From an optimization exercise on the open Yosys and OpenROAD flow, aimed at small area; shortcuts taken in it are not production practice.
At most, simulation tests tie the RTL to the original design; equivalence was not proved.
Power is estimated from default activity; no workload was simulated.

== rev 12 ==
==> flow/design.v (excerpt) <==
module Game520(clk, rst, row, r_col, g_col, led,
	btn1_i, btn2_i, btn3_i, ready_i, start_i, btn6_i, btn7_i, btn8_i,
	DIG, Y, lcd_en, lcd_rw, lcd_rs, lcd_data, speaker);
	input clk, rst;						 
	input btn1_i, btn2_i, btn3_i, btn6_i, btn7_i, btn8_i;		 
	input ready_i, start_i;				 
	output [7:0] row, r_col, g_col;	 
	output [7:0] led;						 
	output [7:0] DIG, Y;					 
	output       lcd_en ;				 
	output       lcd_rw ;				 
	output       lcd_rs ;				 
	output [7:0] lcd_data;				 
	output speaker;						 
	wire ce_1k, ce_5m, ce_4hz, t2000;
	wire [4:0] t20;
	timebase tb0(clk, rst, ce_1k, ce_5m, ce_4hz, t20, t2000);
	wire btn1, btn2, btn3, btn6, btn7, btn8, ready, start;
	debounce u2(clk, rst, btn1_i, btn1);
	debounce u3(clk, rst, btn2_i, btn2);
	debounce u4(clk, rst, btn3_i, btn3);
	debounce u5(clk, rst, btn6_i, btn6);
	debounce u6(clk, rst, btn7_i, btn7);
	debounce u7(clk, rst, btn8_i, btn8);
	debounce u8(clk, rst, ready_i, ready);
	debounce u9(clk, rst, start_i, start);
	reg btn;					 
	reg [1:0] ca, cb;		 
	wire [1:0] A, B;		 
	wire pover;
	wire notover = ~(&A) & ~(&B);
	assign led = {ca == 2'd1, ca == 2'd2, ca == 2'd3, ~btn, btn,
		cb == 2'd1, cb == 2'd2, cb == 2'd3};
	reg [3:0] key;
	always @*
	begin
		case (ca)
		2'd2: key = 4'd3;
		2'd3: key = 4'd6;
		default: key = 4'd0;
		endcase
		if (cb == 2'd0)
			key = 4'd0;
		else
  ...
clock: 10.0 ns
lec_check: 0
cap_margin: 20
core_margin: 2
core_utilization: 40
slew_margin: 20
run.sh (not shown) runs the stock make flow with config.mk's settings and CLKGATE_MAP_FILE= SYNTH_SCRIPT=/design/flow/synth_recipe.tcl, a recipe that flattens the netlist after the stock synthesis.
Rev 12 closes out successfully: all stages finished, all timing, DRC and antenna checks passed.
Changes in rev 13 relative to rev 12:
==> flow/flow/run.sh (new file) <==
#!/bin/bash
# Layout flow: the standard synthesis, then the combinational logic
# between the registers is mapped again with a stronger ABC script (the
# registers, their names and cell types are kept as the standard synthesis
# made them), then the standard layout from floorplan to finish.
# Each tool's output goes to a log file of its own in this folder.
set -euo pipefail
work=$(pwd)
res=$work/orfs/results/$FLOW_PLATFORM/Game520/base
yosys_bin=$FLOW_HOME/../tools/install/yosys/bin/yosys
lib=$FLOW_HOME/platforms/$FLOW_PLATFORM/lib/sky130_fd_sc_hd__tt_025C_1v80.lib

# 1. standard synthesis
bash standard.sh "$res/1_2_yosys.v" > "$work/flow_1_synth.log" 2>&1
cp "$res/1_2_yosys.v" "$work/standard_1_2_yosys.v"

# 2. map the combinational logic again
dontuse=$(grep -o -- "-dont_use [A-Za-z0-9_]*" "$work/orfs/logs/$FLOW_PLATFORM/Game520/base/1_2_yosys.log" | sort -u | tr '\n' ' ')
abc_script=$(tr -d '\n' < "$work/flow/abc.script" | sed 's/[&#]/\\&/g')
sed -e "s#@LIB@#$lib#g" -e "s#@NET@#$work/standard_1_2_yosys.v#g" \
    -e "s#@OUT@#$res/1_2_yosys.v#g" -e "s#@MID@#$work/resynth_mid.v#g" -e "s#@TOP@#$FLOW_TOP#g" \
    -e "s#@DONTUSE@#$dontuse#g" -e "s#@ABC@#$abc_script#g" \
    "$work/flow/resynth.ys" > "$work/resynth.ys"
"$yosys_bin" -s "$work/resynth.ys" > "$work/flow_2_resynth.log" 2>&1

# 3. standard layout on the new netlist
bash standard.sh > "$work/flow_3_layout.log" 2>&1
test -f "$work/out/final.def"
==> flow/flow/abc.script (new file) <==
strash;&get,-n;&deepsyn,-T,60;&dch;&nf,-R,1000;&put
==> flow/flow/resynth.ys (new file) <==
# Combinational cells are read as their logic functions and flattened away;
# the flip-flop cells stay as they are (black boxes keep their instances,
# names and types). ABC maps the logic between them again.
read_liberty -ignore_miss_func @LIB@
blackbox sky130_fd_sc_hd__df* sky130_fd_sc_hd__edf* sky130_fd_sc_hd__sdf*
read_verilog @NET@
hierarchy -top @TOP@
flatten
opt_clean -purge
opt
abc -liberty @LIB@ @DONTUSE@ -script +@ABC@
opt_clean -purge
write_verilog -noattr @MID@
# read the mapped netlist back against the library's cells, then finish it
# as the standard synthesis does (tie cells, buffers for pass-through wires)
design -reset
read_liberty -lib -ignore_miss_dir -setattr blackbox @LIB@
read_verilog @MID@
hierarchy -top @TOP@
splitnets
opt_clean -purge
hilomap -singleton -hicell sky130_fd_sc_hd__conb_1 HI -locell sky130_fd_sc_hd__conb_1 LO
insbuf -buf sky130_fd_sc_hd__buf_4 A X
check -assert
stat -liberty @LIB@
write_verilog -noattr -nohex -nodec @OUT@
==> flow/standard.sh (new file) <==
#!/bin/bash
# synth_recipe.tcl (not shown) runs the flow's synth.tcl, then flattens the netlist and writes it again
# the make line also repeats each setting of config.mk as NAME=value (left out here)
make -C /OpenROAD-flow-scripts/flow DESIGN_CONFIG=/design/flow/config.mk WORK_HOME=/design/flow/orfs CLKGATE_MAP_FILE= SYNTH_SCRIPT=/design/flow/synth_recipe.tcl "${@:-finish}"
removed: flow/run.sh
--- outcome ---
The worst hold slack was comparable across rev 12 and rev 13.
For the largest fanout of any net on the critical path, rev 13 came in 5 lower than rev 12 did.
Sort rev 12 and rev 13 by total number of nets in the final design, ascending, and rev 13 comes first.
In the tables for rev 12 and rev 13, static leakage reads higher with rev 12.
The run showing the greater worst setup slack is rev 13.
The termination of the worst setup path comes out g_col[6] in one run and r_col[1] in the other, namely in rev 13 and rev 12 respectively.
Initial DRC count shrinks by more than a quarter when moving from rev 12 to rev 13.
Compared with rev 12, rev 13 shows a lower highest cell delay on the worst timing path.
Taking rev 12 as the reference, in rev 13 die width went down, non-clock buffer instance count of the final layout went down.

---

Game520, a different RTL version from the one above (not shown whole).
For scale: roughly 860 cells after synthesis, ~70 I/O pins, roughly 0.0080 sq mm of cells after synthesis.
export LEC_CHECK = 0
export CAP_MARGIN = 20
export CORE_MARGIN = 2
export CORE_UTILIZATION = 65
export PLACE_DENSITY = 0.75
export SLEW_MARGIN = 20
create_clock -name core_clock -period 10.0 [get_ports {clk}]
standard.sh (not shown) runs the stock make flow with config.mk's settings and CLKGATE_MAP_FILE= SYNTH_SCRIPT=/design/flow/synth_recipe.tcl, a recipe that flattens the netlist after the stock synthesis.
==> flow/flow/run.sh <==
#!/bin/bash
# Layout flow: the standard synthesis, then the combinational logic
# between the registers is mapped again with a stronger ABC script (the
# registers, their names and cell types are kept as the standard synthesis
# made them), then the standard layout from floorplan to finish.
# Each tool's output goes to a log file of its own in this folder.
set -euo pipefail
work=$(pwd)
res=$work/orfs/results/$FLOW_PLATFORM/Game520/base
yosys_bin=$FLOW_HOME/../tools/install/yosys/bin/yosys
lib=$FLOW_HOME/platforms/$FLOW_PLATFORM/lib/sky130_fd_sc_hd__tt_025C_1v80.lib

# 1. standard synthesis
bash standard.sh "$res/1_2_yosys.v" > "$work/flow_1_synth.log" 2>&1
cp "$res/1_2_yosys.v" "$work/standard_1_2_yosys.v"

# 2. map the combinational logic again
dontuse=$(grep -o -- "-dont_use [A-Za-z0-9_]*" "$work/orfs/logs/$FLOW_PLATFORM/Game520/base/1_2_yosys.log" | sort -u | tr '\n' ' ')
abc_script=$(tr -d '\n' < "$work/flow/abc.script" | sed 's/[&#]/\\&/g')
sed -e "s#@LIB@#$lib#g" -e "s#@NET@#$work/standard_1_2_yosys.v#g" \
    -e "s#@OUT@#$res/1_2_yosys.v#g" -e "s#@MID@#$work/resynth_mid.v#g" -e "s#@TOP@#$FLOW_TOP#g" \
    -e "s#@DONTUSE@#$dontuse#g" -e "s#@ABC@#$abc_script#g" \
    "$work/flow/resynth.ys" > "$work/resynth.ys"
"$yosys_bin" -s "$work/resynth.ys" > "$work/flow_2_resynth.log" 2>&1

# 3. standard layout on the new netlist, with the ports buffered by the
# smallest buffer and a clock tree of smaller buffers (flow/layout.args)
mapfile -t layout_args < <(grep -v '^#' "$work/flow/layout.args" | grep .)
bash standard.sh "${layout_args[@]}" finish > "$work/flow_3_layout.log" 2>&1
test -f "$work/out/final.def"
==> flow/flow/layout.args <==
# one make variable per line, passed to standard.sh for the layout steps
BUFFER_PORTS_ARGS=-buffer_cell sky130_fd_sc_hd__buf_1
CTS_ARGS=-sink_clustering_enable -repair_clock_nets -dont_use_dummy_load -buf_list sky130_fd_sc_hd__clkbuf_8 -root_buf sky130_fd_sc_hd__clkbuf_8
Other scripts of this flow, unchanged in this note and not shown: flow/flow/abc.script, flow/flow/resynth.ys
The starting point produced a clean layout.
Change:
==> flow/flow/layout.args (replaced) <==
# one make variable per line, passed to standard.sh for the layout steps
BUFFER_PORTS_ARGS=-buffer_cell sky130_fd_sc_hd__buf_1
CTS_ARGS=-sink_clustering_enable -repair_clock_nets -dont_use_dummy_load -buf_list "sky130_fd_sc_hd__clkbuf_4 sky130_fd_sc_hd__clkbuf_8" -root_buf sky130_fd_sc_hd__clkbuf_8
- Now the flow failed in clock tree synthesis
- area after synthesis stays the same
- synthesized cell count stays the same

---

Another version of the RTL of Game520 (not shown whole).
Size in the first run: roughly 940 cells after synthesis, ~70 I/O pins, about 7900 µm² of cells after synthesis.
==> flow/config.mk <==
export PLATFORM = sky130hd
export DESIGN_NAME = Game520
export DESIGN_NICKNAME = Game520
export VERILOG_FILES = /design/flow/design.v
export SDC_FILE = /design/flow/constraint.sdc
export NUM_CORES = 4
export LEC_CHECK = 0
export CAP_MARGIN = 20
export CORE_MARGIN = 2
export CORE_UTILIZATION = 65
export PLACE_DENSITY = 0.75
export SLEW_MARGIN = 20
==> flow/constraint.sdc <==
create_clock -name core_clock -period 10.0 [get_ports {clk}]
set_input_delay 2.0000 -clock core_clock [delete_from_list [all_inputs] [get_ports {clk}]]
set_output_delay 2.0000 -clock core_clock [all_outputs]
set_load 0.01 [all_outputs]
==> flow/flow/run.sh <==
#!/bin/bash
# Layout flow: the standard synthesis, then the combinational logic
# between the registers is mapped again with a stronger ABC script (the
# registers, their names and cell types are kept as the standard synthesis
# made them), then the standard layout from floorplan to finish.
# Each tool's output goes to a log file of its own in this folder.
set -euo pipefail
work=$(pwd)
res=$work/orfs/results/$FLOW_PLATFORM/Game520/base
yosys_bin=$FLOW_HOME/../tools/install/yosys/bin/yosys
lib=$FLOW_HOME/platforms/$FLOW_PLATFORM/lib/sky130_fd_sc_hd__tt_025C_1v80.lib

# 1. standard synthesis
bash standard.sh "$res/1_2_yosys.v" > "$work/flow_1_synth.log" 2>&1
cp "$res/1_2_yosys.v" "$work/standard_1_2_yosys.v"

# 2. map the combinational logic again: ABC's deepsyn is randomised, so it
# runs with several seeds at once (flow/abc.script, @SEED@) and the
# smallest netlist is kept
dontuse=$(grep -o -- "-dont_use [A-Za-z0-9_]*" "$work/orfs/logs/$FLOW_PLATFORM/Game520/base/1_2_yosys.log" | sort -u | tr '\n' ' ')
best=""
best_area=""
for seed in 1 2 3 4; do
  abc_script=$(tr -d '\n' < "$work/flow/abc.script" | sed -e "s/@SEED@/$seed/g" -e 's/[&#]/\\&/g')
  sed -e "s#@LIB@#$lib#g" -e "s#@NET@#$work/standard_1_2_yosys.v#g" \
      -e "s#@OUT@#$work/resynth_$seed.v#g" -e "s#@MID@#$work/resynth_mid_$seed.v#g" -e "s#@TOP@#$FLOW_TOP#g" \
      -e "s#@DONTUSE@#$dontuse#g" -e "s#@ABC@#$abc_script#g" \
      "$work/flow/resynth.ys" > "$work/resynth_$seed.ys"
  "$yosys_bin" -s "$work/resynth_$seed.ys" > "$work/flow_2_resynth_$seed.log" 2>&1 &
done
wait
for seed in 1 2 3 4; do
  area=$(grep "Chip area" "$work/flow_2_resynth_$seed.log" | tail -1 | awk '{print $NF}')
  echo "seed $seed: $area" >> "$work/flow_2_resynth_pick.log"
  if [[ -n "$area" ]] && { [[ -z "$best_area" ]] || awk -v a="$area" -v b="$best_area" 'BEGIN { exit !(a < b) }'; }; then
    best=$seed
    best_area=$area
  fi
done
echo "kept seed $best" >> "$work/flow_2_resynth_pick.log"
test -n "$best"
cp "$work/resynth_$best.v" "$res/1_2_yosys.v"

# 3. standard layout on the new netlist, with the ports buffered by the
# smallest buffer and a clock tree of smaller buffers (flow/layout.args)
mapfile -t layout_args < <(grep -v '^#' "$work/flow/layout.args" | grep .)
bash standard.sh "${layout_args[@]}" finish > "$work/flow_3_layout.log" 2>&1
test -f "$work/out/final.def"
==> flow/flow/abc.script <==
strash;&get,-n;&deepsyn,-T,60,-S,@SEED@;&put;strash;dch;amap,-m,-F,20,-A,20,-C,1000
Other scripts of this flow, unchanged in this note and not shown: flow/flow/layout.args, flow/flow/resynth.ys
Rerun with:
==> flow/flow/abc.script (replaced) <==
strash;&get,-n;&deepsyn,-T,60,-S,@SEED@;&put;strash;dch;map,-a;&get,-n;&dch;&nf,-R,1000;&put
Effect: Routed wire length rises by 6.2%. Clock-buffer cell count is unchanged. Power came out lower by 5.0%. Die area climbs by 0.97%. Design area rose by 1.0%. Worst hold slack improved by 0.013 ns. Synthesized area increases by 1.0%.
Rerun with:
==> flow/flow/run.sh (replaced) <==
#!/bin/bash
# Layout flow: the standard synthesis, then the combinational logic
# between the registers is mapped again with a stronger ABC script (the
# registers, their names and cell types are kept as the standard synthesis
# made them), then the standard layout from floorplan to finish.
# Each tool's output goes to a log file of its own in this folder.
set -euo pipefail
work=$(pwd)
res=$work/orfs/results/$FLOW_PLATFORM/Game520/base
yosys_bin=$FLOW_HOME/../tools/install/yosys/bin/yosys
lib=$FLOW_HOME/platforms/$FLOW_PLATFORM/lib/sky130_fd_sc_hd__tt_025C_1v80.lib

# 1. standard synthesis
bash standard.sh "$res/1_2_yosys.v" > "$work/flow_1_synth.log" 2>&1
cp "$res/1_2_yosys.v" "$work/standard_1_2_yosys.v"

# 2. map the combinational logic again
dontuse=$(grep -o -- "-dont_use [A-Za-z0-9_]*" "$work/orfs/logs/$FLOW_PLATFORM/Game520/base/1_2_yosys.log" | sort -u | tr '\n' ' ')
abc_script=$(tr -d '\n' < "$work/flow/abc.script" | sed 's/[&#]/\\&/g')
sed -e "s#@LIB@#$lib#g" -e "s#@NET@#$work/standard_1_2_yosys.v#g" \
    -e "s#@OUT@#$res/1_2_yosys.v#g" -e "s#@MID@#$work/resynth_mid.v#g" -e "s#@TOP@#$FLOW_TOP#g" \
    -e "s#@DONTUSE@#$dontuse#g" -e "s#@ABC@#$abc_script#g" \
    "$work/flow/resynth.ys" > "$work/resynth.ys"
"$yosys_bin" -s "$work/resynth.ys" > "$work/flow_2_resynth.log" 2>&1

# 3. standard layout on the new netlist, with the ports buffered by the
# smallest buffer and a clock tree of smaller buffers (flow/layout.args)
mapfile -t layout_args < <(grep -v '^#' "$work/flow/layout.args" | grep .)
bash standard.sh "${layout_args[@]}" finish > "$work/flow_3_layout.log" 2>&1
test -f "$work/out/final.def"
==> flow/flow/abc.script (replaced) <==
strash;&get,-n;&deepsyn,-T,60;&put;strash;dch;map,-a;&get,-n;&dch;&nf,-R,1000;&put
Core utilization climbs by 0.45 points.
Register-to-register slack loses 0.17 ns.
Non-clock buffer count climbs by 1.
Global-route usage climbs by 1.0 points.
No functional check of the RTL was part of any run of this note.

what the ideal ports hide:
The flow's constraints put no driver on any port. The routed layouts listed below were extracted and timed again, unchanged, in two steps. Step 1 assumes that a clkbuf_16 drives the clock port and a buf_2 every other input. Step 2, shift: input delay + t, output delay - t, t = (earliest + latest rising clock arrival at the registers) / 2. This alone moves slack from input paths to output paths. Slacks: ideal ports / drivers / drivers and shift; pairs: ideal ports / drivers.
run | t (ns) | setup slack, ns | worst hold slack (ns) | worst data-port slew with drivers (ns) | cell pins on the clock port's net
rev 12 | 0.468 | 4.229 / 4.184 / 4.652 | 0.404 / 0.404 / 0.404 | 0.05 | 1
rev 13 | 0.471 | 4.293 / 4.247 / 4.717 | 0.402 / 0.402 / 0.402 | 0.04 | 1
the first run of note 2 | 0.481 | 2.351 / 2.314 / 2.794 | 0.385 / 0.385 / 0.385 | 0.04 | 1
the first run of note 3 | 0.475 | 3.632 / 3.596 / 4.070 | 0.387 / 0.387 / 0.387 | 0.03 | 1
the second run of note 3 | 0.472 | 3.823 / 3.786 / 4.258 | 0.399 / 0.399 / 0.399 | 0.05 | 1
the third run of note 3 | 0.482 | 2.813 / 2.776 / 3.258 | 0.402 / 0.402 / 0.402 | 0.04 | 1
After both steps setup and hold are still met in every run listed.
